Background: an optimization exercise with open tools, aiming at small area and a short achievable clock period. Do not read the settings as production practice. The RTL was checked by simulation tests, not by an equivalence proof against the original design. Power is estimated from default activity; no workload was simulated.

Setup of red:
==> flow/design.v (excerpt) <==
module thinpad_cpu(
    input wire clk,
    input wire rst,
    output wire uart_rdn,
    output wire uart_wrn,
    input wire uart_dataready,
    input wire uart_tbre,
    input wire uart_tsre,
    input  wire[31:0] base_ram_data_i,
    output wire[31:0] base_ram_data_o,
    output wire base_ram_data_oe,
    output wire[19:0] base_ram_addr,
    output wire[3:0] base_ram_be_n,
    output wire base_ram_ce_n,
    output wire base_ram_oe_n,
    output wire base_ram_we_n,
    input  wire[31:0] ext_ram_data_i,
    output wire[31:0] ext_ram_data_o,
    output wire ext_ram_data_oe,
    output wire[19:0] ext_ram_addr,
    output wire[3:0] ext_ram_be_n,
    output wire ext_ram_ce_n,
    output wire ext_ram_oe_n,
    output wire ext_ram_we_n
);
Size: roughly 6400 cells after synthesis.
==> flow/config.mk <==
export PLATFORM = sky130hd
export DESIGN_NAME = thinpad_cpu
export DESIGN_NICKNAME = thinpad_cpu
export VERILOG_FILES = /design/flow/design.v
export SDC_FILE = /design/flow/constraint.sdc
export NUM_CORES = 4
export LEC_CHECK = 0
export CAP_MARGIN = 20
export CORE_MARGIN = 2
export CORE_UTILIZATION = 30
export PLACE_DENSITY = 0.5
export SLEW_MARGIN = 20
==> flow/constraint.sdc <==
create_clock -name core_clock -period 11.0 [get_ports {clk}]
set_input_delay 2.2000 -clock core_clock [delete_from_list [all_inputs] [get_ports {clk}]]
set_output_delay 2.2000 -clock core_clock [all_outputs]
set_load 0.01 [all_outputs]
run.sh (not shown) runs the stock make flow with config.mk's settings and CLKGATE_MAP_FILE= SYNTH_SCRIPT=/design/flow/synth_recipe.tcl, a recipe that flattens the netlist after the stock synthesis.
Modified inputs, blue compared to red
-- flow/design.v --
<<< red, line 25
    output wire ext_ram_we_n
);
    genvar g;
    reg [31:0] PC;
    reg [31:0] ID_Instruction;
>>> blue, line 25
    output wire ext_ram_we_n
);
    reg [31:0] PC;
    reg [31:0] ID_Instruction;
<<< red, line 43
    reg        WB_wen;
    reg [4:0]  WB_Rw;
    wire [5:0] op = ID_Instruction[31:26];
    wire [5:0] fn = ID_Instruction[5:0];
>>> blue, line 42
    reg        WB_wen;
    reg [4:0]  WB_Rw;
    reg [31:0] WB_D3;
    wire [5:0] op = ID_Instruction[31:26];
    wire [5:0] fn = ID_Instruction[5:0];
<<< red, line 98
    reg [31:1] rf_valid;
    always @(posedge clk)
        if (MEM_wen) rf[MEM_Rw] <= MEM_Data3;
    always @(posedge clk or posedge rst)
        if (rst) rf_valid <= 31'b0;
        else if (MEM_wen) rf_valid[MEM_Rw] <= 1'b1;
    wire [31:1] dec1, dec2;
    generate for (g = 1; g < 32; g = g + 1) begin : dec
        assign dec1[g] = (rs == g);
        assign dec2[g] = (rt == g);
    end endgenerate
    reg [31:0] rf_r1, rf_r2;
    reg v1, v2;
    integer k;
    always @(*) begin
        rf_r1 = 32'h0; rf_r2 = 32'h0; v1 = 1'b0; v2 = 1'b0;
        for (k = 1; k < 32; k = k + 1) begin
            rf_r1 = rf_r1 | ({32{dec1[k]}} & rf[k]);
            rf_r2 = rf_r2 | ({32{dec2[k]}} & rf[k]);
            v1 = v1 | (dec1[k] & rf_valid[k]);
            v2 = v2 | (dec2[k] & rf_valid[k]);
        end
    end
    wire rd1 = DoRead | (WB_wen & WB_Rw == rs);
    wire rd2 = DoRead | (WB_wen & WB_Rw == rt);
    wire [31:0] ID_Data1 = (rd1 & v1) ? rf_r1 : (rd1 & rs == 5'd29) ? 32'h00000800 : 32'h0;
    wire [31:0] ID_Data2 = (rd2 & v2) ? rf_r2 : (rd2 & rt == 5'd29) ? 32'h00000800 : 32'h0;
    wire [32:0] sum33 = {EX_in1, EX_sub} + {EX_in2, EX_sub};
    wire [31:0] sum = sum33[32:1];
>>> blue, line 98
    reg [31:1] rf_valid;
    always @(posedge clk)
        if (WB_wen) rf[WB_Rw] <= WB_D3;
    always @(posedge clk or posedge rst)
        if (rst) rf_valid <= 31'b0;
        else if (WB_wen) rf_valid[WB_Rw] <= 1'b1;
    wire [31:0] rf_r1 = rf[rs];
    wire [31:0] rf_r2 = rf[rt];
    wire v1 = rf_valid[rs];
    wire v2 = rf_valid[rt];
    wire [31:0] ID_Data1 = (rs != 5'd0 & DoRead & v1) ? rf_r1 :
                           (DoRead & rs == 5'd29) ? 32'h00000800 : 32'h0;
    wire [31:0] ID_Data2 = (rt != 5'd0 & DoRead & v2) ? rf_r2 :
                           (DoRead & rt == 5'd29) ? 32'h00000800 : 32'h0;
    wire [32:0] sum33 = {EX_in1, EX_sub} + {EX_in2, EX_sub};
    wire [31:0] sum = sum33[32:1];
<<< red, line 128
    wire [31:0] shr = shx[31:0];
    wire [31:0] shl;
    generate for (g = 0; g < 32; g = g + 1) begin : rev
        assign shl[g] = shr[31-g];
>>> blue, line 115
    wire [31:0] shr = shx[31:0];
    wire [31:0] shl;
    genvar g;
    generate for (g = 0; g < 32; g = g + 1) begin : rev
        assign shl[g] = shr[31-g];
<<< red, line 191
    wire fA_ex  = EX_fwd  & (EX_Rw == rs);
    wire fA_mem = MEM_wen & (MEM_Rw == rs);
    wire fB_ex  = EX_fwd  & (EX_Rw == rt);
    wire fB_mem = MEM_wen & (MEM_Rw == rt);
    wire [31:0] Data1w = fA_ex ? EX_Data3 : fA_mem ? MEM_Data3 : ID_Data1;
    wire [31:0] Data2w = fB_ex ? EX_Data3 : fB_mem ? MEM_Data3 : ID_Data2;
    assign Stall = (EX_MemRead & ((EX_Rw == rs) | (EX_Rw == rt))) | mem_ce |
                   ((ID_MemRead | ID_MemWrite) & EX_MemWrite);
>>> blue, line 179
    wire fA_ex  = EX_fwd  & (EX_Rw == rs);
    wire fA_mem = MEM_wen & (MEM_Rw == rs);
    wire fA_wb  = WB_wen  & (WB_Rw == rs);
    wire fB_ex  = EX_fwd  & (EX_Rw == rt);
    wire fB_mem = MEM_wen & (MEM_Rw == rt);
    wire fB_wb  = WB_wen  & (WB_Rw == rt);
    wire [31:0] Data1w = fA_ex ? EX_Data3 : fA_mem ? MEM_Data3 : fA_wb ? WB_D3 : ID_Data1;
    wire [31:0] Data2w = fB_ex ? EX_Data3 : fB_mem ? MEM_Data3 : fB_wb ? WB_D3 : ID_Data2;
    assign Stall = (EX_MemRead & ((EX_Rw == rs) | (EX_Rw == rt))) | mem_ce |
                   ((ID_MemRead | ID_MemWrite) & EX_MemWrite);
<<< red, line 263
        MEM_link <= EX_PCX[30:0];
        WB_Rw <= MEM_Rw;
    end
endmodule
>>> blue, line 253
        MEM_link <= EX_PCX[30:0];
        WB_Rw <= MEM_Rw;
        WB_D3 <= MEM_Data3;
    end
endmodule
==> comparison <==
- Via count (blue vs. red) decreases by more than 10%
- Across red and blue, none had a timing, DRC or antenna violation.
- In the tables for red and blue, average cell area after synthesis reads lower with red.
- | global-route usage | blue vs red | 8.0 points lower |
- Clock share of power: blue < red
- Against red, wire length in blue came out better.

-- what the ideal ports hide --
No port has a modelled driver above. Below, the same layouts with a new extraction and two added sets of constraints.
Step 1: set_driving_cell puts a clkbuf_16 on clk and a buf_2 on each other input, an assumption about the parent block.
Step 2, shift: input delay + t, output delay - t, t = (earliest + latest rising clock arrival at the registers) / 2. This alone moves slack from input paths to output paths.
a / b / c = ideal ports / drivers / drivers and shift; a / b = the first two.
run	t, ns	setup slack, ns	latest minus earliest clock arrival (ns)	slew at the worst register clock pin (ns)
red	0.899	4.158 / 4.066 / 4.515	0.060 / 0.059	0.09 / 0.09
blue	0.918	4.083 / 3.993 / 4.272	0.080 / 0.080	0.07 / 0.07
After both steps every run listed still meets setup and hold.
